Source: an optimization exercise on an open RTL-to-GDS flow (aim: small area). Production flows keep margins and buffers that such runs may drop.
In this exercise RTL edits were held to simulation tests only and were not proved equivalent to the original.

### flow/design.v
`timescale 1ns / 1ps
module draw_line(clk, rst_n, wea, x, y, m, b, dir, range, index_rd, line_x, line_y, finish);
input             clk, rst_n;
input             wea;
input      [31:0] x, y, m, b, dir, range;
input      [31:0] index_rd;
output     [31:0] line_x, line_y;
output     reg finish;
reg        [31:0] cnt, cnt_upd;
reg        [31:0] x_reg, m_reg, acc;
reg               mv, dec;
reg        [4:0]  idx;
reg        [1:0]  ph;
genvar gi;
wire [32:0] ltc;
assign ltc[0] = 1'b0;
generate for (gi = 0; gi < 32; gi = gi + 1) begin : g_lt
    assign ltc[gi+1] = (range[gi] & ~cnt[gi]) | (range[gi] & ltc[gi]) | (~cnt[gi] & ltc[gi]);
end endgenerate
wire        lt = ltc[32];
wire [32:0] cch;
assign cch[0] = lt;
generate for (gi = 0; gi < 32; gi = gi + 1) begin : g_cnt
    assign cch[gi+1] = cch[gi] & cnt_upd[gi];
end endgenerate
always @(posedge clk or negedge rst_n) begin
    if (!rst_n) begin
        cnt     <= 32'd0;
        cnt_upd <= 32'd0;
        finish  <= 1'b0;
    end else begin
        cnt     <= cnt_upd ^ cch[31:0];
        cnt_upd <= cnt;
        finish  <= !lt;
    end
end
wire        start  = wea && !rst_n;
always @(posedge clk) begin
    if (start)
        ph <= 2'd0;
    else if (ph != 2'd3)
        ph <= ph + 2'd1;
end
wire        rd   = !start && ph == 2'd3;
wire        dneg = rd && dec;
wire [4:0]  kz   = mv ? idx : 5'd0;
always @(posedge clk) begin
    if (start || ph != 2'd3)
        m_reg <= start ? {m[23:0], m[31:24]} : {m_reg[23:0], m_reg[31:24]};
end
wire [31:0] mmask = (ph == 2'd0) ? 32'hFFFFFF00 :
                    (ph == 2'd1) ? 32'hFFFF0000 :
                    (ph == 2'd2) ? 32'hFF000000 : 32'hFFFFFFFF;
wire [31:0] mop = start ? m : (m_reg & mmask);
reg  [7:0]  wop;
reg         wm1;
wire [31:0] aop = start ? b : acc;
always @(*) begin
    if (start) begin
        wop = x[7:0];  wm1 = 1'b0;
    end else case (ph)
        2'd0: begin wop = x_reg[15:8];  wm1 = x_reg[7];  end
        2'd1: begin wop = x_reg[23:16]; wm1 = x_reg[15]; end
        2'd2: begin wop = x_reg[31:24]; wm1 = x_reg[23]; end
        default: begin wop = {3'd0, kz}; wm1 = 1'b0; end
    endcase
end
wire [31:0] mac;
wire [3:0] one, two, neg;
wire [31:0] mopn = ~mop;
wire [8:0] wx = {wop, wm1};
assign one[0] = wx[1] ^ wx[0];
assign two[0] = (wx[2] & ~wx[1] & ~wx[0]) | (~wx[2] & wx[1] & wx[0]);
assign neg[0] = wx[2] ^ dneg;
wire [31:0] bp0;
dl_bpp b0_0 (.mn1(mopn[0]), .mn0(1'b1), .onen(~one[0]), .twon(~two[0]), .neg(neg[0]), .p(bp0[0]));
dl_bpp b0_1 (.mn1(mopn[1]), .mn0(mopn[0]), .onen(~one[0]), .twon(~two[0]), .neg(neg[0]), .p(bp0[1]));
dl_bpp b0_2 (.mn1(mopn[2]), .mn0(mopn[1]), .onen(~one[0]), .twon(~two[0]), .neg(neg[0]), .p(bp0[2]));
dl_bpp b0_3 (.mn1(mopn[3]), .mn0(mopn[2]), .onen(~one[0]), .twon(~two[0]), .neg(neg[0]), .p(bp0[3]));
dl_bpp b0_4 (.mn1(mopn[4]), .mn0(mopn[3]), .onen(~one[0]), .twon(~two[0]), .neg(neg[0]), .p(bp0[4]));
dl_bpp b0_5 (.mn1(mopn[5]), .mn0(mopn[4]), .onen(~one[0]), .twon(~two[0]), .neg(neg[0]), .p(bp0[5]));
dl_bpp b0_6 (.mn1(mopn[6]), .mn0(mopn[5]), .onen(~one[0]), .twon(~two[0]), .neg(neg[0]), .p(bp0[6]));
dl_bpp b0_7 (.mn1(mopn[7]), .mn0(mopn[6]), .onen(~one[0]), .twon(~two[0]), .neg(neg[0]), .p(bp0[7]));
dl_bpp b0_8 (.mn1(mopn[8]), .mn0(mopn[7]), .onen(~one[0]), .twon(~two[0]), .neg(neg[0]), .p(bp0[8]));
dl_bpp b0_9 (.mn1(mopn[9]), .mn0(mopn[8]), .onen(~one[0]), .twon(~two[0]), .neg(neg[0]), .p(bp0[9]));
dl_bpp b0_10 (.mn1(mopn[10]), .mn0(mopn[9]), .onen(~one[0]), .twon(~two[0]), .neg(neg[0]), .p(bp0[10]));
dl_bpp b0_11 (.mn1(mopn[11]), .mn0(mopn[10]), .onen(~one[0]), .twon(~two[0]), .neg(neg[0]), .p(bp0[11]));
dl_bpp b0_12 (.mn1(mopn[12]), .mn0(mopn[11]), .onen(~one[0]), .twon(~two[0]), .neg(neg[0]), .p(bp0[12]));
dl_bpp b0_13 (.mn1(mopn[13]), .mn0(mopn[12]), .onen(~one[0]), .twon(~two[0]), .neg(neg[0]), .p(bp0[13]));
dl_bpp b0_14 (.mn1(mopn[14]), .mn0(mopn[13]), .onen(~one[0]), .twon(~two[0]), .neg(neg[0]), .p(bp0[14]));
dl_bpp b0_15 (.mn1(mopn[15]), .mn0(mopn[14]), .onen(~one[0]), .twon(~two[0]), .neg(neg[0]), .p(bp0[15]));
dl_bpp b0_16 (.mn1(mopn[16]), .mn0(mopn[15]), .onen(~one[0]), .twon(~two[0]), .neg(neg[0]), .p(bp0[16]));
dl_bpp b0_17 (.mn1(mopn[17]), .mn0(mopn[16]), .onen(~one[0]), .twon(~two[0]), .neg(neg[0]), .p(bp0[17]));
dl_bpp b0_18 (.mn1(mopn[18]), .mn0(mopn[17]), .onen(~one[0]), .twon(~two[0]), .neg(neg[0]), .p(bp0[18]));
dl_bpp b0_19 (.mn1(mopn[19]), .mn0(mopn[18]), .onen(~one[0]), .twon(~two[0]), .neg(neg[0]), .p(bp0[19]));
dl_bpp b0_20 (.mn1(mopn[20]), .mn0(mopn[19]), .onen(~one[0]), .twon(~two[0]), .neg(neg[0]), .p(bp0[20]));
dl_bpp b0_21 (.mn1(mopn[21]), .mn0(mopn[20]), .onen(~one[0]), .twon(~two[0]), .neg(neg[0]), .p(bp0[21]));
dl_bpp b0_22 (.mn1(mopn[22]), .mn0(mopn[21]), .onen(~one[0]), .twon(~two[0]), .neg(neg[0]), .p(bp0[22]));
dl_bpp b0_23 (.mn1(mopn[23]), .mn0(mopn[22]), .onen(~one[0]), .twon(~two[0]), .neg(neg[0]), .p(bp0[23]));
dl_bpp b0_24 (.mn1(mopn[24]), .mn0(mopn[23]), .onen(~one[0]), .twon(~two[0]), .neg(neg[0]), .p(bp0[24]));
dl_bpp b0_25 (.mn1(mopn[25]), .mn0(mopn[24]), .onen(~one[0]), .twon(~two[0]), .neg(neg[0]), .p(bp0[25]));
dl_bpp b0_26 (.mn1(mopn[26]), .mn0(mopn[25]), .onen(~one[0]), .twon(~two[0]), .neg(neg[0]), .p(bp0[26]));
dl_bpp b0_27 (.mn1(mopn[27]), .mn0(mopn[26]), .onen(~one[0]), .twon(~two[0]), .neg(neg[0]), .p(bp0[27]));
dl_bpp b0_28 (.mn1(mopn[28]), .mn0(mopn[27]), .onen(~one[0]), .twon(~two[0]), .neg(neg[0]), .p(bp0[28]));
dl_bpp b0_29 (.mn1(mopn[29]), .mn0(mopn[28]), .onen(~one[0]), .twon(~two[0]), .neg(neg[0]), .p(bp0[29]));
dl_bpp b0_30 (.mn1(mopn[30]), .mn0(mopn[29]), .onen(~one[0]), .twon(~two[0]), .neg(neg[0]), .p(bp0[30]));
dl_bpp b0_31 (.mn1(mopn[31]), .mn0(mopn[30]), .onen(~one[0]), .twon(~two[0]), .neg(neg[0]), .p(bp0[31]));
assign one[1] = wx[3] ^ wx[2];
assign two[1] = (wx[4] & ~wx[3] & ~wx[2]) | (~wx[4] & wx[3] & wx[2]);
assign neg[1] = wx[4] ^ dneg;
wire [29:0] bp1;
dl_bpp b1_0 (.mn1(mopn[0]), .mn0(1'b1), .onen(~one[1]), .twon(~two[1]), .neg(neg[1]), .p(bp1[0]));
dl_bpp b1_1 (.mn1(mopn[1]), .mn0(mopn[0]), .onen(~one[1]), .twon(~two[1]), .neg(neg[1]), .p(bp1[1]));
dl_bpp b1_2 (.mn1(mopn[2]), .mn0(mopn[1]), .onen(~one[1]), .twon(~two[1]), .neg(neg[1]), .p(bp1[2]));
dl_bpp b1_3 (.mn1(mopn[3]), .mn0(mopn[2]), .onen(~one[1]), .twon(~two[1]), .neg(neg[1]), .p(bp1[3]));
dl_bpp b1_4 (.mn1(mopn[4]), .mn0(mopn[3]), .onen(~one[1]), .twon(~two[1]), .neg(neg[1]), .p(bp1[4]));
dl_bpp b1_5 (.mn1(mopn[5]), .mn0(mopn[4]), .onen(~one[1]), .twon(~two[1]), .neg(neg[1]), .p(bp1[5]));
dl_bpp b1_6 (.mn1(mopn[6]), .mn0(mopn[5]), .onen(~one[1]), .twon(~two[1]), .neg(neg[1]), .p(bp1[6]));
dl_bpp b1_7 (.mn1(mopn[7]), .mn0(mopn[6]), .onen(~one[1]), .twon(~two[1]), .neg(neg[1]), .p(bp1[7]));
dl_bpp b1_8 (.mn1(mopn[8]), .mn0(mopn[7]), .onen(~one[1]), .twon(~two[1]), .neg(neg[1]), .p(bp1[8]));
dl_bpp b1_9 (.mn1(mopn[9]), .mn0(mopn[8]), .onen(~one[1]), .twon(~two[1]), .neg(neg[1]), .p(bp1[9]));
dl_bpp b1_10 (.mn1(mopn[10]), .mn0(mopn[9]), .onen(~one[1]), .twon(~two[1]), .neg(neg[1]), .p(bp1[10]));
dl_bpp b1_11 (.mn1(mopn[11]), .mn0(mopn[10]), .onen(~one[1]), .twon(~two[1]), .neg(neg[1]), .p(bp1[11]));
dl_bpp b1_12 (.mn1(mopn[12]), .mn0(mopn[11]), .onen(~one[1]), .twon(~two[1]), .neg(neg[1]), .p(bp1[12]));
dl_bpp b1_13 (.mn1(mopn[13]), .mn0(mopn[12]), .onen(~one[1]), .twon(~two[1]), .neg(neg[1]), .p(bp1[13]));
dl_bpp b1_14 (.mn1(mopn[14]), .mn0(mopn[13]), .onen(~one[1]), .twon(~two[1]), .neg(neg[1]), .p(bp1[14]));
dl_bpp b1_15 (.mn1(mopn[15]), .mn0(mopn[14]), .onen(~one[1]), .twon(~two[1]), .neg(neg[1]), .p(bp1[15]));
dl_bpp b1_16 (.mn1(mopn[16]), .mn0(mopn[15]), .onen(~one[1]), .twon(~two[1]), .neg(neg[1]), .p(bp1[16]));
dl_bpp b1_17 (.mn1(mopn[17]), .mn0(mopn[16]), .onen(~one[1]), .twon(~two[1]), .neg(neg[1]), .p(bp1[17]));
dl_bpp b1_18 (.mn1(mopn[18]), .mn0(mopn[17]), .onen(~one[1]), .twon(~two[1]), .neg(neg[1]), .p(bp1[18]));
dl_bpp b1_19 (.mn1(mopn[19]), .mn0(mopn[18]), .onen(~one[1]), .twon(~two[1]), .neg(neg[1]), .p(bp1[19]));
dl_bpp b1_20 (.mn1(mopn[20]), .mn0(mopn[19]), .onen(~one[1]), .twon(~two[1]), .neg(neg[1]), .p(bp1[20]));
dl_bpp b1_21 (.mn1(mopn[21]), .mn0(mopn[20]), .onen(~one[1]), .twon(~two[1]), .neg(neg[1]), .p(bp1[21]));
dl_bpp b1_22 (.mn1(mopn[22]), .mn0(mopn[21]), .onen(~one[1]), .twon(~two[1]), .neg(neg[1]), .p(bp1[22]));
dl_bpp b1_23 (.mn1(mopn[23]), .mn0(mopn[22]), .onen(~one[1]), .twon(~two[1]), .neg(neg[1]), .p(bp1[23]));
dl_bpp b1_24 (.mn1(mopn[24]), .mn0(mopn[23]), .onen(~one[1]), .twon(~two[1]), .neg(neg[1]), .p(bp1[24]));
dl_bpp b1_25 (.mn1(mopn[25]), .mn0(mopn[24]), .onen(~one[1]), .twon(~two[1]), .neg(neg[1]), .p(bp1[25]));
dl_bpp b1_26 (.mn1(mopn[26]), .mn0(mopn[25]), .onen(~one[1]), .twon(~two[1]), .neg(neg[1]), .p(bp1[26]));
dl_bpp b1_27 (.mn1(mopn[27]), .mn0(mopn[26]), .onen(~one[1]), .twon(~two[1]), .neg(neg[1]), .p(bp1[27]));
dl_bpp b1_28 (.mn1(mopn[28]), .mn0(mopn[27]), .onen(~one[1]), .twon(~two[1]), .neg(neg[1]), .p(bp1[28]));
dl_bpp b1_29 (.mn1(mopn[29]), .mn0(mopn[28]), .onen(~one[1]), .twon(~two[1]), .neg(neg[1]), .p(bp1[29]));
assign one[2] = wx[5] ^ wx[4];
assign two[2] = (wx[6] & ~wx[5] & ~wx[4]) | (~wx[6] & wx[5] & wx[4]);
assign neg[2] = wx[6] ^ dneg;
wire [27:0] bp2;
dl_bpp b2_0 (.mn1(mopn[0]), .mn0(1'b1), .onen(~one[2]), .twon(~two[2]), .neg(neg[2]), .p(bp2[0]));
dl_bpp b2_1 (.mn1(mopn[1]), .mn0(mopn[0]), .onen(~one[2]), .twon(~two[2]), .neg(neg[2]), .p(bp2[1]));
dl_bpp b2_2 (.mn1(mopn[2]), .mn0(mopn[1]), .onen(~one[2]), .twon(~two[2]), .neg(neg[2]), .p(bp2[2]));
dl_bpp b2_3 (.mn1(mopn[3]), .mn0(mopn[2]), .onen(~one[2]), .twon(~two[2]), .neg(neg[2]), .p(bp2[3]));
dl_bpp b2_4 (.mn1(mopn[4]), .mn0(mopn[3]), .onen(~one[2]), .twon(~two[2]), .neg(neg[2]), .p(bp2[4]));
dl_bpp b2_5 (.mn1(mopn[5]), .mn0(mopn[4]), .onen(~one[2]), .twon(~two[2]), .neg(neg[2]), .p(bp2[5]));
dl_bpp b2_6 (.mn1(mopn[6]), .mn0(mopn[5]), .onen(~one[2]), .twon(~two[2]), .neg(neg[2]), .p(bp2[6]));
dl_bpp b2_7 (.mn1(mopn[7]), .mn0(mopn[6]), .onen(~one[2]), .twon(~two[2]), .neg(neg[2]), .p(bp2[7]));
dl_bpp b2_8 (.mn1(mopn[8]), .mn0(mopn[7]), .onen(~one[2]), .twon(~two[2]), .neg(neg[2]), .p(bp2[8]));
dl_bpp b2_9 (.mn1(mopn[9]), .mn0(mopn[8]), .onen(~one[2]), .twon(~two[2]), .neg(neg[2]), .p(bp2[9]));
dl_bpp b2_10 (.mn1(mopn[10]), .mn0(mopn[9]), .onen(~one[2]), .twon(~two[2]), .neg(neg[2]), .p(bp2[10]));
dl_bpp b2_11 (.mn1(mopn[11]), .mn0(mopn[10]), .onen(~one[2]), .twon(~two[2]), .neg(neg[2]), .p(bp2[11]));
dl_bpp b2_12 (.mn1(mopn[12]), .mn0(mopn[11]), .onen(~one[2]), .twon(~two[2]), .neg(neg[2]), .p(bp2[12]));
dl_bpp b2_13 (.mn1(mopn[13]), .mn0(mopn[12]), .onen(~one[2]), .twon(~two[2]), .neg(neg[2]), .p(bp2[13]));
dl_bpp b2_14 (.mn1(mopn[14]), .mn0(mopn[13]), .onen(~one[2]), .twon(~two[2]), .neg(neg[2]), .p(bp2[14]));
dl_bpp b2_15 (.mn1(mopn[15]), .mn0(mopn[14]), .onen(~one[2]), .twon(~two[2]), .neg(neg[2]), .p(bp2[15]));
dl_bpp b2_16 (.mn1(mopn[16]), .mn0(mopn[15]), .onen(~one[2]), .twon(~two[2]), .neg(neg[2]), .p(bp2[16]));
dl_bpp b2_17 (.mn1(mopn[17]), .mn0(mopn[16]), .onen(~one[2]), .twon(~two[2]), .neg(neg[2]), .p(bp2[17]));
dl_bpp b2_18 (.mn1(mopn[18]), .mn0(mopn[17]), .onen(~one[2]), .twon(~two[2]), .neg(neg[2]), .p(bp2[18]));
dl_bpp b2_19 (.mn1(mopn[19]), .mn0(mopn[18]), .onen(~one[2]), .twon(~two[2]), .neg(neg[2]), .p(bp2[19]));
dl_bpp b2_20 (.mn1(mopn[20]), .mn0(mopn[19]), .onen(~one[2]), .twon(~two[2]), .neg(neg[2]), .p(bp2[20]));
dl_bpp b2_21 (.mn1(mopn[21]), .mn0(mopn[20]), .onen(~one[2]), .twon(~two[2]), .neg(neg[2]), .p(bp2[21]));
dl_bpp b2_22 (.mn1(mopn[22]), .mn0(mopn[21]), .onen(~one[2]), .twon(~two[2]), .neg(neg[2]), .p(bp2[22]));
dl_bpp b2_23 (.mn1(mopn[23]), .mn0(mopn[22]), .onen(~one[2]), .twon(~two[2]), .neg(neg[2]), .p(bp2[23]));
dl_bpp b2_24 (.mn1(mopn[24]), .mn0(mopn[23]), .onen(~one[2]), .twon(~two[2]), .neg(neg[2]), .p(bp2[24]));
dl_bpp b2_25 (.mn1(mopn[25]), .mn0(mopn[24]), .onen(~one[2]), .twon(~two[2]), .neg(neg[2]), .p(bp2[25]));
dl_bpp b2_26 (.mn1(mopn[26]), .mn0(mopn[25]), .onen(~one[2]), .twon(~two[2]), .neg(neg[2]), .p(bp2[26]));
dl_bpp b2_27 (.mn1(mopn[27]), .mn0(mopn[26]), .onen(~one[2]), .twon(~two[2]), .neg(neg[2]), .p(bp2[27]));
assign one[3] = wx[7] ^ wx[6];
assign two[3] = (wx[8] & ~wx[7] & ~wx[6]) | (~wx[8] & wx[7] & wx[6]);
assign neg[3] = wx[8] ^ dneg;
wire [25:0] bp3;
dl_bpp b3_0 (.mn1(mopn[0]), .mn0(1'b1), .onen(~one[3]), .twon(~two[3]), .neg(neg[3]), .p(bp3[0]));
dl_bpp b3_1 (.mn1(mopn[1]), .mn0(mopn[0]), .onen(~one[3]), .twon(~two[3]), .neg(neg[3]), .p(bp3[1]));
dl_bpp b3_2 (.mn1(mopn[2]), .mn0(mopn[1]), .onen(~one[3]), .twon(~two[3]), .neg(neg[3]), .p(bp3[2]));
dl_bpp b3_3 (.mn1(mopn[3]), .mn0(mopn[2]), .onen(~one[3]), .twon(~two[3]), .neg(neg[3]), .p(bp3[3]));
dl_bpp b3_4 (.mn1(mopn[4]), .mn0(mopn[3]), .onen(~one[3]), .twon(~two[3]), .neg(neg[3]), .p(bp3[4]));
dl_bpp b3_5 (.mn1(mopn[5]), .mn0(mopn[4]), .onen(~one[3]), .twon(~two[3]), .neg(neg[3]), .p(bp3[5]));
dl_bpp b3_6 (.mn1(mopn[6]), .mn0(mopn[5]), .onen(~one[3]), .twon(~two[3]), .neg(neg[3]), .p(bp3[6]));
dl_bpp b3_7 (.mn1(mopn[7]), .mn0(mopn[6]), .onen(~one[3]), .twon(~two[3]), .neg(neg[3]), .p(bp3[7]));
dl_bpp b3_8 (.mn1(mopn[8]), .mn0(mopn[7]), .onen(~one[3]), .twon(~two[3]), .neg(neg[3]), .p(bp3[8]));
dl_bpp b3_9 (.mn1(mopn[9]), .mn0(mopn[8]), .onen(~one[3]), .twon(~two[3]), .neg(neg[3]), .p(bp3[9]));
dl_bpp b3_10 (.mn1(mopn[10]), .mn0(mopn[9]), .onen(~one[3]), .twon(~two[3]), .neg(neg[3]), .p(bp3[10]));
dl_bpp b3_11 (.mn1(mopn[11]), .mn0(mopn[10]), .onen(~one[3]), .twon(~two[3]), .neg(neg[3]), .p(bp3[11]));
dl_bpp b3_12 (.mn1(mopn[12]), .mn0(mopn[11]), .onen(~one[3]), .twon(~two[3]), .neg(neg[3]), .p(bp3[12]));
dl_bpp b3_13 (.mn1(mopn[13]), .mn0(mopn[12]), .onen(~one[3]), .twon(~two[3]), .neg(neg[3]), .p(bp3[13]));
dl_bpp b3_14 (.mn1(mopn[14]), .mn0(mopn[13]), .onen(~one[3]), .twon(~two[3]), .neg(neg[3]), .p(bp3[14]));
dl_bpp b3_15 (.mn1(mopn[15]), .mn0(mopn[14]), .onen(~one[3]), .twon(~two[3]), .neg(neg[3]), .p(bp3[15]));
dl_bpp b3_16 (.mn1(mopn[16]), .mn0(mopn[15]), .onen(~one[3]), .twon(~two[3]), .neg(neg[3]), .p(bp3[16]));
dl_bpp b3_17 (.mn1(mopn[17]), .mn0(mopn[16]), .onen(~one[3]), .twon(~two[3]), .neg(neg[3]), .p(bp3[17]));
dl_bpp b3_18 (.mn1(mopn[18]), .mn0(mopn[17]), .onen(~one[3]), .twon(~two[3]), .neg(neg[3]), .p(bp3[18]));
dl_bpp b3_19 (.mn1(mopn[19]), .mn0(mopn[18]), .onen(~one[3]), .twon(~two[3]), .neg(neg[3]), .p(bp3[19]));
dl_bpp b3_20 (.mn1(mopn[20]), .mn0(mopn[19]), .onen(~one[3]), .twon(~two[3]), .neg(neg[3]), .p(bp3[20]));
dl_bpp b3_21 (.mn1(mopn[21]), .mn0(mopn[20]), .onen(~one[3]), .twon(~two[3]), .neg(neg[3]), .p(bp3[21]));
dl_bpp b3_22 (.mn1(mopn[22]), .mn0(mopn[21]), .onen(~one[3]), .twon(~two[3]), .neg(neg[3]), .p(bp3[22]));
dl_bpp b3_23 (.mn1(mopn[23]), .mn0(mopn[22]), .onen(~one[3]), .twon(~two[3]), .neg(neg[3]), .p(bp3[23]));
dl_bpp b3_24 (.mn1(mopn[24]), .mn0(mopn[23]), .onen(~one[3]), .twon(~two[3]), .neg(neg[3]), .p(bp3[24]));
dl_bpp b3_25 (.mn1(mopn[25]), .mn0(mopn[24]), .onen(~one[3]), .twon(~two[3]), .neg(neg[3]), .p(bp3[25]));
wire t1;
wire t2;
dl_ha u2 (.a(aop[4]), .b(bp0[4]), .s(t1), .co(t2));
wire t3;
wire t4;
dl_ha u4 (.a(aop[5]), .b(bp0[5]), .s(t3), .co(t4));
wire t5;
wire t6;
dl_fa u6 (.a(aop[6]), .b(bp0[6]), .c(bp1[4]), .s(t5), .co(t6));
wire t7;
wire t8;
dl_ha u8 (.a(bp2[2]), .b(neg[3]), .s(t7), .co(t8));
wire t9;
wire t10;
dl_fa u10 (.a(aop[7]), .b(bp0[7]), .c(bp1[5]), .s(t9), .co(t10));
wire t11;
wire t12;
dl_ha u12 (.a(bp2[3]), .b(bp3[1]), .s(t11), .co(t12));
wire t13;
wire t14;
dl_fa u14 (.a(aop[8]), .b(bp0[8]), .c(bp1[6]), .s(t13), .co(t14));
wire t15;
wire t16;
dl_ha u16 (.a(bp2[4]), .b(bp3[2]), .s(t15), .co(t16));
wire t17;
wire t18;
dl_fa u18 (.a(aop[9]), .b(bp0[9]), .c(bp1[7]), .s(t17), .co(t18));
wire t19;
wire t20;
dl_ha u20 (.a(bp2[5]), .b(bp3[3]), .s(t19), .co(t20));
wire t21;
wire t22;
dl_fa u22 (.a(aop[10]), .b(bp0[10]), .c(bp1[8]), .s(t21), .co(t22));
wire t23;
wire t24;
dl_ha u24 (.a(bp2[6]), .b(bp3[4]), .s(t23), .co(t24));
wire t25;
wire t26;
dl_fa u26 (.a(aop[11]), .b(bp0[11]), .c(bp1[9]), .s(t25), .co(t26));
wire t27;
wire t28;
dl_ha u28 (.a(bp2[7]), .b(bp3[5]), .s(t27), .co(t28));
wire t29;
wire t30;
dl_fa u30 (.a(aop[12]), .b(bp0[12]), .c(bp1[10]), .s(t29), .co(t30));
wire t31;
wire t32;
dl_ha u32 (.a(bp2[8]), .b(bp3[6]), .s(t31), .co(t32));
wire t33;
wire t34;
dl_fa u34 (.a(aop[13]), .b(bp0[13]), .c(bp1[11]), .s(t33), .co(t34));
wire t35;
wire t36;
dl_ha u36 (.a(bp2[9]), .b(bp3[7]), .s(t35), .co(t36));
wire t37;
wire t38;
dl_fa u38 (.a(aop[14]), .b(bp0[14]), .c(bp1[12]), .s(t37), .co(t38));
wire t39;
wire t40;
dl_ha u40 (.a(bp2[10]), .b(bp3[8]), .s(t39), .co(t40));
wire t41;
wire t42;
dl_fa u42 (.a(aop[15]), .b(bp0[15]), .c(bp1[13]), .s(t41), .co(t42));
wire t43;
wire t44;
dl_ha u44 (.a(bp2[11]), .b(bp3[9]), .s(t43), .co(t44));
wire t45;
wire t46;
dl_fa u46 (.a(aop[16]), .b(bp0[16]), .c(bp1[14]), .s(t45), .co(t46));
wire t47;
wire t48;
dl_ha u48 (.a(bp2[12]), .b(bp3[10]), .s(t47), .co(t48));
wire t49;
wire t50;
dl_fa u50 (.a(aop[17]), .b(bp0[17]), .c(bp1[15]), .s(t49), .co(t50));
wire t51;
wire t52;
dl_ha u52 (.a(bp2[13]), .b(bp3[11]), .s(t51), .co(t52));
wire t53;
wire t54;
dl_fa u54 (.a(aop[18]), .b(bp0[18]), .c(bp1[16]), .s(t53), .co(t54));
wire t55;
wire t56;
dl_ha u56 (.a(bp2[14]), .b(bp3[12]), .s(t55), .co(t56));
wire t57;
wire t58;
dl_fa u58 (.a(aop[19]), .b(bp0[19]), .c(bp1[17]), .s(t57), .co(t58));
wire t59;
wire t60;
dl_ha u60 (.a(bp2[15]), .b(bp3[13]), .s(t59), .co(t60));
wire t61;
wire t62;
dl_fa u62 (.a(aop[20]), .b(bp0[20]), .c(bp1[18]), .s(t61), .co(t62));
wire t63;
wire t64;
dl_ha u64 (.a(bp2[16]), .b(bp3[14]), .s(t63), .co(t64));
wire t65;
wire t66;
dl_fa u66 (.a(aop[21]), .b(bp0[21]), .c(bp1[19]), .s(t65), .co(t66));
wire t67;
wire t68;
dl_ha u68 (.a(bp2[17]), .b(bp3[15]), .s(t67), .co(t68));
wire t69;
wire t70;
dl_fa u70 (.a(aop[22]), .b(bp0[22]), .c(bp1[20]), .s(t69), .co(t70));
wire t71;
wire t72;
dl_ha u72 (.a(bp2[18]), .b(bp3[16]), .s(t71), .co(t72));
wire t73;
wire t74;
dl_fa u74 (.a(aop[23]), .b(bp0[23]), .c(bp1[21]), .s(t73), .co(t74));
wire t75;
wire t76;
dl_ha u76 (.a(bp2[19]), .b(bp3[17]), .s(t75), .co(t76));
wire t77;
wire t78;
dl_fa u78 (.a(aop[24]), .b(bp0[24]), .c(bp1[22]), .s(t77), .co(t78));
wire t79;
wire t80;
dl_ha u80 (.a(bp2[20]), .b(bp3[18]), .s(t79), .co(t80));
wire t81;
wire t82;
dl_fa u82 (.a(aop[25]), .b(bp0[25]), .c(bp1[23]), .s(t81), .co(t82));
wire t83;
wire t84;
dl_ha u84 (.a(bp2[21]), .b(bp3[19]), .s(t83), .co(t84));
wire t85;
wire t86;
dl_fa u86 (.a(aop[26]), .b(bp0[26]), .c(bp1[24]), .s(t85), .co(t86));
wire t87;
wire t88;
dl_ha u88 (.a(bp2[22]), .b(bp3[20]), .s(t87), .co(t88));
wire t89;
wire t90;
dl_fa u90 (.a(aop[27]), .b(bp0[27]), .c(bp1[25]), .s(t89), .co(t90));
wire t91;
wire t92;
dl_ha u92 (.a(bp2[23]), .b(bp3[21]), .s(t91), .co(t92));
wire t93;
wire t94;
dl_fa u94 (.a(aop[28]), .b(bp0[28]), .c(bp1[26]), .s(t93), .co(t94));
wire t95;
wire t96;
dl_ha u96 (.a(bp2[24]), .b(bp3[22]), .s(t95), .co(t96));
wire t97;
wire t98;
dl_fa u98 (.a(aop[29]), .b(bp0[29]), .c(bp1[27]), .s(t97), .co(t98));
wire t99;
wire t100;
dl_ha u100 (.a(bp2[25]), .b(bp3[23]), .s(t99), .co(t100));
wire t101;
wire t102;
dl_fa u102 (.a(aop[30]), .b(bp0[30]), .c(bp1[28]), .s(t101), .co(t102));
wire t103;
wire t104;
dl_ha u104 (.a(bp2[26]), .b(bp3[24]), .s(t103), .co(t104));
wire t105;
dl_fa u105 (.a(aop[31]), .b(bp0[31]), .c(bp1[29]), .s(t105), .co());
wire t106;
assign t106 = bp2[27] ^ bp3[25];
wire t107;
wire t108;
dl_ha u108 (.a(aop[2]), .b(bp0[2]), .s(t107), .co(t108));
wire t109;
wire t110;
dl_ha u110 (.a(aop[3]), .b(bp0[3]), .s(t109), .co(t110));
wire t111;
wire t112;
dl_fa u112 (.a(bp1[2]), .b(neg[2]), .c(bp2[0]), .s(t111), .co(t112));
wire t113;
wire t114;
dl_fa u114 (.a(bp1[3]), .b(bp2[1]), .c(t2), .s(t113), .co(t114));
wire t115;
wire t116;
dl_fa u116 (.a(bp3[0]), .b(t4), .c(t5), .s(t115), .co(t116));
wire t117;
wire t118;
dl_fa u118 (.a(t6), .b(t8), .c(t9), .s(t117), .co(t118));
wire t119;
wire t120;
dl_fa u120 (.a(t10), .b(t12), .c(t13), .s(t119), .co(t120));
wire t121;
wire t122;
dl_fa u122 (.a(t14), .b(t16), .c(t17), .s(t121), .co(t122));
wire t123;
wire t124;
dl_fa u124 (.a(t18), .b(t20), .c(t21), .s(t123), .co(t124));
wire t125;
wire t126;
dl_fa u126 (.a(t22), .b(t24), .c(t25), .s(t125), .co(t126));
wire t127;
wire t128;
dl_fa u128 (.a(t26), .b(t28), .c(t29), .s(t127), .co(t128));
wire t129;
wire t130;
dl_fa u130 (.a(t30), .b(t32), .c(t33), .s(t129), .co(t130));
wire t131;
wire t132;
dl_fa u132 (.a(t34), .b(t36), .c(t37), .s(t131), .co(t132));
wire t133;
wire t134;
dl_fa u134 (.a(t38), .b(t40), .c(t41), .s(t133), .co(t134));
wire t135;
wire t136;
dl_fa u136 (.a(t42), .b(t44), .c(t45), .s(t135), .co(t136));
wire t137;
wire t138;
dl_fa u138 (.a(t46), .b(t48), .c(t49), .s(t137), .co(t138));
wire t139;
wire t140;
dl_fa u140 (.a(t50), .b(t52), .c(t53), .s(t139), .co(t140));
wire t141;
wire t142;
dl_fa u142 (.a(t54), .b(t56), .c(t57), .s(t141), .co(t142));
wire t143;
wire t144;
dl_fa u144 (.a(t58), .b(t60), .c(t61), .s(t143), .co(t144));
wire t145;
wire t146;
dl_fa u146 (.a(t62), .b(t64), .c(t65), .s(t145), .co(t146));
wire t147;
wire t148;
dl_fa u148 (.a(t66), .b(t68), .c(t69), .s(t147), .co(t148));
wire t149;
wire t150;
dl_fa u150 (.a(t70), .b(t72), .c(t73), .s(t149), .co(t150));
wire t151;
wire t152;
dl_fa u152 (.a(t74), .b(t76), .c(t77), .s(t151), .co(t152));
wire t153;
wire t154;
dl_fa u154 (.a(t78), .b(t80), .c(t81), .s(t153), .co(t154));
wire t155;
wire t156;
dl_fa u156 (.a(t82), .b(t84), .c(t85), .s(t155), .co(t156));
wire t157;
wire t158;
dl_fa u158 (.a(t86), .b(t88), .c(t89), .s(t157), .co(t158));
wire t159;
wire t160;
dl_fa u160 (.a(t90), .b(t92), .c(t93), .s(t159), .co(t160));
wire t161;
wire t162;
dl_fa u162 (.a(t94), .b(t96), .c(t97), .s(t161), .co(t162));
wire t163;
wire t164;
dl_fa u164 (.a(t98), .b(t100), .c(t101), .s(t163), .co(t164));
wire t165;
dl_fa u165 (.a(t102), .b(t104), .c(t105), .s(t165), .co());
wire t166;
wire t167;
dl_ha u167 (.a(aop[0]), .b(neg[0]), .s(t166), .co(t167));
wire t168;
wire t169;
dl_ha u169 (.a(aop[1]), .b(bp0[1]), .s(t168), .co(t169));
wire t170;
wire t171;
dl_fa u171 (.a(neg[1]), .b(bp1[0]), .c(t107), .s(t170), .co(t171));
wire t172;
wire t173;
dl_fa u173 (.a(bp1[1]), .b(t108), .c(t109), .s(t172), .co(t173));
wire t174;
wire t175;
dl_fa u175 (.a(t1), .b(t110), .c(t111), .s(t174), .co(t175));
wire t176;
wire t177;
dl_fa u177 (.a(t3), .b(t112), .c(t113), .s(t176), .co(t177));
wire t178;
wire t179;
dl_fa u179 (.a(t7), .b(t114), .c(t115), .s(t178), .co(t179));
wire t180;
wire t181;
dl_fa u181 (.a(t11), .b(t116), .c(t117), .s(t180), .co(t181));
wire t182;
wire t183;
dl_fa u183 (.a(t15), .b(t118), .c(t119), .s(t182), .co(t183));
wire t184;
wire t185;
dl_fa u185 (.a(t19), .b(t120), .c(t121), .s(t184), .co(t185));
wire t186;
wire t187;
dl_fa u187 (.a(t23), .b(t122), .c(t123), .s(t186), .co(t187));
wire t188;
wire t189;
dl_fa u189 (.a(t27), .b(t124), .c(t125), .s(t188), .co(t189));
wire t190;
wire t191;
dl_fa u191 (.a(t31), .b(t126), .c(t127), .s(t190), .co(t191));
wire t192;
wire t193;
dl_fa u193 (.a(t35), .b(t128), .c(t129), .s(t192), .co(t193));
wire t194;
wire t195;
dl_fa u195 (.a(t39), .b(t130), .c(t131), .s(t194), .co(t195));
wire t196;
wire t197;
dl_fa u197 (.a(t43), .b(t132), .c(t133), .s(t196), .co(t197));
wire t198;
wire t199;
dl_fa u199 (.a(t47), .b(t134), .c(t135), .s(t198), .co(t199));
wire t200;
wire t201;
dl_fa u201 (.a(t51), .b(t136), .c(t137), .s(t200), .co(t201));
wire t202;
wire t203;
dl_fa u203 (.a(t55), .b(t138), .c(t139), .s(t202), .co(t203));
wire t204;
wire t205;
dl_fa u205 (.a(t59), .b(t140), .c(t141), .s(t204), .co(t205));
wire t206;
wire t207;
dl_fa u207 (.a(t63), .b(t142), .c(t143), .s(t206), .co(t207));
wire t208;
wire t209;
dl_fa u209 (.a(t67), .b(t144), .c(t145), .s(t208), .co(t209));
wire t210;
wire t211;
dl_fa u211 (.a(t71), .b(t146), .c(t147), .s(t210), .co(t211));
wire t212;
wire t213;
dl_fa u213 (.a(t75), .b(t148), .c(t149), .s(t212), .co(t213));
wire t214;
wire t215;
dl_fa u215 (.a(t79), .b(t150), .c(t151), .s(t214), .co(t215));
wire t216;
wire t217;
dl_fa u217 (.a(t83), .b(t152), .c(t153), .s(t216), .co(t217));
wire t218;
wire t219;
dl_fa u219 (.a(t87), .b(t154), .c(t155), .s(t218), .co(t219));
wire t220;
wire t221;
dl_fa u221 (.a(t91), .b(t156), .c(t157), .s(t220), .co(t221));
wire t222;
wire t223;
dl_fa u223 (.a(t95), .b(t158), .c(t159), .s(t222), .co(t223));
wire t224;
wire t225;
dl_fa u225 (.a(t99), .b(t160), .c(t161), .s(t224), .co(t225));
wire t226;
wire t227;
dl_fa u227 (.a(t103), .b(t162), .c(t163), .s(t226), .co(t227));
wire t228;
dl_fa u228 (.a(t106), .b(t164), .c(t165), .s(t228), .co());
wire t229;
wire t230;
dl_ha u230 (.a(bp0[0]), .b(t166), .s(t229), .co(t230));
wire t231;
wire t232;
dl_fa u232 (.a(t167), .b(t168), .c(t230), .s(t231), .co(t232));
wire t233;
wire t234;
dl_fa u234 (.a(t169), .b(t170), .c(t232), .s(t233), .co(t234));
wire t235;
wire t236;
dl_fa u236 (.a(t171), .b(t172), .c(t234), .s(t235), .co(t236));
wire t237;
wire t238;
dl_fa u238 (.a(t173), .b(t174), .c(t236), .s(t237), .co(t238));
wire t239;
wire t240;
dl_fa u240 (.a(t175), .b(t176), .c(t238), .s(t239), .co(t240));
wire t241;
wire t242;
dl_fa u242 (.a(t177), .b(t178), .c(t240), .s(t241), .co(t242));
wire t243;
wire t244;
dl_fa u244 (.a(t179), .b(t180), .c(t242), .s(t243), .co(t244));
wire t245;
wire t246;
dl_ha u246 (.a(t181), .b(t182), .s(t245), .co(t246));
wire t247;
wire t248;
dl_fa u248 (.a(t183), .b(t184), .c(t246), .s(t247), .co(t248));
wire t249;
wire t250;
dl_fa u250 (.a(t185), .b(t186), .c(t248), .s(t249), .co(t250));
wire t251;
wire t252;
dl_fa u252 (.a(t187), .b(t188), .c(t250), .s(t251), .co(t252));
wire t253;
wire t254;
dl_fa u254 (.a(t189), .b(t190), .c(t252), .s(t253), .co(t254));
wire t255;
wire t256;
dl_fa u256 (.a(t191), .b(t192), .c(t254), .s(t255), .co(t256));
wire t257;
wire t258;
dl_fa u258 (.a(t193), .b(t194), .c(t256), .s(t257), .co(t258));
wire t259;
wire t260;
dl_fa u260 (.a(t195), .b(t196), .c(t258), .s(t259), .co(t260));
wire t261;
assign t261 = t245 ^ t244;
wire t262;
assign t262 = t247 ^ (t244 & t245);
wire t263;
assign t263 = t245 & t247;
wire t264;
assign t264 = t249 ^ (t244 & t263);
wire t265;
assign t265 = t263 & t249;
wire t266;
assign t266 = t251 ^ (t244 & t265);
wire t267;
assign t267 = t265 & t251;
wire t268;
assign t268 = t253 ^ (t244 & t267);
wire t269;
assign t269 = t267 & t253;
wire t270;
assign t270 = t255 ^ (t244 & t269);
wire t271;
assign t271 = t269 & t255;
wire t272;
assign t272 = t257 ^ (t244 & t271);
wire t273;
assign t273 = t271 & t257;
wire t274;
assign t274 = t259 ^ (t244 & t273);
wire t275;
assign t275 = t273 & t259;
wire t276;
assign t276 = t260 | (t244 & t275);
wire t277;
wire t278;
dl_ha u278 (.a(t197), .b(t198), .s(t277), .co(t278));
wire t279;
wire t280;
dl_fa u280 (.a(t199), .b(t200), .c(t278), .s(t279), .co(t280));
wire t281;
wire t282;
dl_fa u282 (.a(t201), .b(t202), .c(t280), .s(t281), .co(t282));
wire t283;
wire t284;
dl_fa u284 (.a(t203), .b(t204), .c(t282), .s(t283), .co(t284));
wire t285;
wire t286;
dl_fa u286 (.a(t205), .b(t206), .c(t284), .s(t285), .co(t286));
wire t287;
wire t288;
dl_fa u288 (.a(t207), .b(t208), .c(t286), .s(t287), .co(t288));
wire t289;
wire t290;
dl_fa u290 (.a(t209), .b(t210), .c(t288), .s(t289), .co(t290));
wire t291;
wire t292;
dl_fa u292 (.a(t211), .b(t212), .c(t290), .s(t291), .co(t292));
wire t293;
assign t293 = t277 ^ t276;
wire t294;
assign t294 = t279 ^ (t276 & t277);
wire t295;
assign t295 = t277 & t279;
wire t296;
assign t296 = t281 ^ (t276 & t295);
wire t297;
assign t297 = t295 & t281;
wire t298;
assign t298 = t283 ^ (t276 & t297);
wire t299;
assign t299 = t297 & t283;
wire t300;
assign t300 = t285 ^ (t276 & t299);
wire t301;
assign t301 = t299 & t285;
wire t302;
assign t302 = t287 ^ (t276 & t301);
wire t303;
assign t303 = t301 & t287;
wire t304;
assign t304 = t289 ^ (t276 & t303);
wire t305;
assign t305 = t303 & t289;
wire t306;
assign t306 = t291 ^ (t276 & t305);
wire t307;
assign t307 = t305 & t291;
wire t308;
assign t308 = t292 | (t276 & t307);
wire t309;
wire t310;
dl_ha u310 (.a(t213), .b(t214), .s(t309), .co(t310));
wire t311;
wire t312;
dl_fa u312 (.a(t215), .b(t216), .c(t310), .s(t311), .co(t312));
wire t313;
wire t314;
dl_fa u314 (.a(t217), .b(t218), .c(t312), .s(t313), .co(t314));
wire t315;
wire t316;
dl_fa u316 (.a(t219), .b(t220), .c(t314), .s(t315), .co(t316));
wire t317;
wire t318;
dl_fa u318 (.a(t221), .b(t222), .c(t316), .s(t317), .co(t318));
wire t319;
wire t320;
dl_fa u320 (.a(t223), .b(t224), .c(t318), .s(t319), .co(t320));
wire t321;
wire t322;
dl_fa u322 (.a(t225), .b(t226), .c(t320), .s(t321), .co(t322));
wire t323;
dl_fa u323 (.a(t227), .b(t228), .c(t322), .s(t323), .co());
wire t324;
assign t324 = t309 ^ t308;
wire t325;
assign t325 = t311 ^ (t308 & t309);
wire t326;
assign t326 = t309 & t311;
wire t327;
assign t327 = t313 ^ (t308 & t326);
wire t328;
assign t328 = t326 & t313;
wire t329;
assign t329 = t315 ^ (t308 & t328);
wire t330;
assign t330 = t328 & t315;
wire t331;
assign t331 = t317 ^ (t308 & t330);
wire t332;
assign t332 = t330 & t317;
wire t333;
assign t333 = t319 ^ (t308 & t332);
wire t334;
assign t334 = t332 & t319;
wire t335;
assign t335 = t321 ^ (t308 & t334);
wire t336;
assign t336 = t334 & t321;
wire t337;
assign t337 = t323 ^ (t308 & t336);
assign mac = {t337, t335, t333, t331, t329, t327, t325, t324, t306, t304, t302, t300, t298, t296, t294, t293, t274, t272, t270, t268, t266, t264, t262, t261, t243, t241, t239, t237, t235, t233, t231, t229};
always @(posedge clk) begin
    if (start) begin
        x_reg <= x;
        dec   <= (dir == 32'd0);
        mv    <= (dir == 32'd0) || (dir == 32'd1);
    end
    if (start || ph != 2'd3)
        acc <= mac;
    idx <= index_rd[4:0];
end
wire [32:0] lxc;
assign lxc[0] = dec;
generate for (gi = 0; gi < 5; gi = gi + 1) begin : g_lxl
    dl_fa u (.a(x_reg[gi]), .b(kz[gi] ^ dec), .c(lxc[gi]), .s(line_x[gi]), .co(lxc[gi+1]));
end endgenerate
wire        lxu = lxc[5] ^ dec;
wire [27:0] lxh;
assign lxh[0] = lxu;
generate for (gi = 0; gi < 27; gi = gi + 1) begin : g_lxh
    dl_ud u (.x(x_reg[5+gi]), .dec(dec), .c(lxh[gi]), .y(line_x[5+gi]), .co(lxh[gi+1]));
end endgenerate
assign line_y = mac;
endmodule
module dl_fa(a, b, c, s, co);
input  a, b, c;
output s, co;
assign s  = a ^ b ^ c;
assign co = (a & b) | (a & c) | (b & c);
endmodule
module dl_ha(a, b, s, co);
input  a, b;
output s, co;
assign s  = a ^ b;
assign co = a & b;
endmodule
module dl_ud(x, dec, c, y, co);
input  x, dec, c;
output y, co;
assign y  = x ^ c;
assign co = c & (x ^ dec);
endmodule
module dl_bpp(mn1, mn0, onen, twon, neg, p);
input  mn1, mn0, onen, twon, neg;
output p;
assign p = ~((mn1 | onen) & (mn0 | twon)) ^ neg;
endmodule
### flow/flow/run.sh
#!/bin/bash
# The standard layout (the standard.sh: the standard synthesis and ORFS
# from floorplan to finish), with these changes to how the layout is made:
#  - at the start of the floorplan step, flow/downsize.tcl swaps every
#    combinational cell for the smallest cell of the same function; the
#    timing repair of the floorplan and later steps sizes up what is needed;
#  - the port buffers that global placement adds to every input and output
#    are sky130_fd_sc_hd__buf_1 cells instead of the default buffer;
#  - clock tree synthesis adds no dummy loads and uses clkbuf_8 buffers.
# make's full output goes to flow_make.log in this folder.
set -euo pipefail
here=$(pwd)
bash standard.sh \
  "PRE_FLOORPLAN_TCL=$here/flow/downsize.tcl" \
  "BUFFER_PORTS_ARGS=-buffer_cell sky130_fd_sc_hd__buf_1" \
  "CTS_ARGS=-sink_clustering_enable -repair_clock_nets -dont_use_dummy_load -buf_list sky130_fd_sc_hd__clkbuf_8" \
  finish > flow_make.log 2>&1
### flow/flow/downsize.tcl
# Sized-down start for the resizer: every combinational cell of the
# synthesized netlist is swapped for the smallest cell of the same function
# (same name but for the drive-strength suffix). Registers, tie cells and
# buffers are left as they are. The floorplan's and later stages' timing
# repair then size up what the timing needs.
set db [ord::get_db]
set n 0
set saved 0.0
foreach inst [[ord::get_db_block] getInsts] {
  set mname [[$inst getMaster] getName]
  if {![regexp {^(sky130_fd_sc_hd__([a-z0-9]+))_([0-9]+)$} $mname -> base func drive]} { continue }
  if {[regexp {^(df|edf|sdf|sed|dl|conb|buf|clkbuf|clkdly|dlygate|tap|fill|decap|diode)} $func]} { continue }
  set cur [$inst getMaster]
  set best $cur
  set best_area [expr {[$cur getWidth] * [$cur getHeight]}]
  foreach d {0 1 2 4 6 8 12 16} {
    set cand [$db findMaster "${base}_$d"]
    if {$cand == "NULL" || $cand == ""} { continue }
    set a [expr {[$cand getWidth] * [$cand getHeight]}]
    if {$a < $best_area} { set best $cand; set best_area $a }
  }
  if {$best != $cur} {
    set saved [expr {$saved + [$cur getWidth] * [$cur getHeight] - $best_area}]
    $inst swapMaster $best
    incr n
  }
}
puts "downsize.tcl: swapped $n cells to their smallest size, [expr {$saved / 1e6}] um2 less"
### flow/standard.sh
#!/bin/bash
# synth_recipe.tcl (not shown) runs the flow's synth.tcl, then flattens the netlist and writes it again
# the make line also repeats each setting of config.mk as NAME=value (left out here)
make -C /OpenROAD-flow-scripts/flow DESIGN_CONFIG=/design/flow/config.mk WORK_HOME=/design/flow/orfs CLKGATE_MAP_FILE= SYNTH_SCRIPT=/design/flow/synth_recipe.tcl "${@:-finish}"
### flow/config.mk
export PLATFORM = sky130hd
export DESIGN_NAME = draw_line
export DESIGN_NICKNAME = draw_line
export VERILOG_FILES = /design/flow/design.v
export SDC_FILE = /design/flow/constraint.sdc
export NUM_CORES = 4
export LEC_CHECK = 0
export CAP_MARGIN = 20
export CORE_MARGIN = 2
export CORE_UTILIZATION = 40
export SLEW_MARGIN = 20
export SYNTH_HIERARCHICAL = 1
export SYNTH_MINIMUM_KEEP_SIZE = 0
### flow/constraint.sdc
create_clock -name core_clock -period 14.0 [get_ports {clk}]
set_input_delay 2.8000 -clock core_clock [delete_from_list [all_inputs] [get_ports {clk}]]
set_output_delay 2.8000 -clock core_clock [all_outputs]
set_load 0.01 [all_outputs]
==> results.toml <==
[run_status]
status = "timing/DRC/antenna clean"

[synth]
synth_cells = 1174
mappedNetlistArea_um2 = 13100
avgSynthCellArea_um2 = 11.1
yosys_warnings = 7

[detailed_routing]
via_per_inst = 5.16
dr.pass1.iters = 8
vias = 9624
dr_wl_met2_mm = 15.7
routed_wirelength_mm = 33.1
drt_iter0_drc = 695
wl_met1_mm = 14.8
wl_met3_mm = 1.75
top_layer = "met4"
postRouteAntennaNets = 0
avgRoutedWirePerCell_um = 17.8
drcViolationCount = 0

[sta]
finalSetupViolCount = 0
relSlewSlack = 0.281
worst_slack_ns = 0.418
rsz0062_at_grt = "false"
worst_pin_slew_ns = 1.07
hold_viol = 0
post-route-period-util = 0.970
tns_ns = 0
drv_slew = 0
skew_ns = 0.0382
fmax_mhz = 73.6
min_period_ns = 13.58

[layout]
seq_area_um2 = 4710
final_common_cell = "buf_1"
final_area_um2 = 15000
syn2layout_area_growth_pct = 14.3
mostFrequentLayoutCells = "231 x buf_1, 197 x nand2_1, 181 x xor2_1"
fin_nets = 1841
final_util = 0.462
multi_input_area_um2 = 8030
nFillCells = 3143
drive_gt1_frac = 0.0592

[cts]
holdBufCountCts = 0
cts.sinks = 170
cts_root_buf = "clkbuf_8"
cts.clk_slew.worst_paths_ns = 0.10
post_cts_buffers = 0
h-tree-depth = 4
cts_resized = 0
clock_latency_ns = 0.50
cts_tree = "yes"
cts_made_buffers = 17
cts_max_path_buffers = 2

[worst_setup_path]
r2r-end = "acc[28]"
rr_startpoint = "ph[0]"
setup.worst_path.end_class = "output pin"
r2r_cells = 28
crit_type = "in -> out"
r2r_slack_ns = 5.18
cp-start-kind = "primary input"
crit_required_ns = 11.20
cp-startpoint = "rst_n"
cp_max_fo = 38
crit_end = "line_y[31]"
arrival_ns = 10.78

[global_route]
grt_max_degree = 66
grt_pass1_vias = 9547
antenna_found_initial = 1
grt_pass1_wl_mm = 51.2
grt_usage = 0.197
overflow = 0

[placed_design]
place_ws_ns = 0.118
dpl.hpwl_mm = 25.7
place_area_um2 = 14700
place_congestion = 0.815
port_buffers = 232

[min_path]
hp-class = "reg -> reg"
worstHoldStart = "cnt[10]"

[floorplanning]
die-area_um2 = 34200
die_h_um = 185
core_area_um2 = 32400
std_cell_rows = 66
fp.dieW_um = 185
io_pins = 292
start_util = 0.404

[flow_run]
maxCapViolCount = 0
==> per-stage QoR <==
stage	hold WS, ns	std cells
global placement	0.363	1845
finish	0.383	1864
CTS	0.382	1862
global route	0.402	1863
floorplan	0.354	1177
detailed placement	0.369	1845
==> routing by layer <==
metal	global-route usage	up-vias
met2	0.323	311
met1	0.267	4722
met5	0	-
met3	0.0320	43
li1	-	4548
met4	0.0673	0
==> worst min-delay path by stage <==
stage | slack [ns] | end | depth (start not counted)
floorplan | 0.35 | cnt_upd[1] | 0
global placement | 0.36 | cnt_upd[1] | 0
detailed placement | 0.37 | cnt_upd[4] | 0
CTS | 0.38 | cnt_upd[10] | 0
global route | 0.40 | cnt_upd[1] | 0
finish | 0.38 | cnt_upd[10] | 0
==> area by class of cell <==
cell class | count | share of cell area
tap | 442 | 0.0370
inverter | 39 | 0.00996
clock buffer | 17 | 0.0156
antenna | 2 | 0.000335
multi-input combinational | 911 | 0.537
sequential | 170 | 0.315
timing repair buffer | 283 | 0.0855
==> critical path: stages <==
cell and delay, ns:
clkbuf_2 0.12, nand2b_4 0.22, inv_4 0.11, buf_12 0.20
nor2_1 0.16, a21boi_0 0.87, o22ai_1 0.20, xor2_1 0.21
fa_1 0.40, fa_1 0.56, fa_1 0.42, ha_1 0.20
fa_1 0.38, fa_1 0.39, fa_1 0.39, fa_1 0.40
fa_1 0.39, fa_1 0.38, fa_1 0.53, nand3_1 0.08
o41ai_1 0.29, buf_4 0.18, and3_1 0.21, nand4_1 0.15
xnor2_1 0.25, buf_1 0.25

## what the ideal ports hide
Ports are ideal in the flow. The routed layout listed here was re-timed in OpenROAD.
Step 1 (the two cells are an assumption about what drives the block):
set clk [get_ports {clk}]
set_driving_cell -lib_cell sky130_fd_sc_hd__clkbuf_16 $clk
set_driving_cell -lib_cell sky130_fd_sc_hd__buf_2 [delete_from_list [all_inputs] $clk]
Step 2 moves the port delays by t, midway between the first and last clock arrival at a register: inputs arrive t later, outputs are due t later. That takes back most of the time a late clock gives input paths.
Three values: no drivers, after step 1, after step 2; two values: the first two.
t, ns: 0.528
setup WS [ns]: 0.418 / 0.398 / 0.398
worst setup path at the end: input to output
worst register clock-pin slew, ns: 0.10 / 0.10
worst slew at a driven data input, ns: 0.08
After both steps setup and hold are still met in this run. The setup slack of this run moves by -0.020 ns with the drivers and by -0.020 ns with both steps.
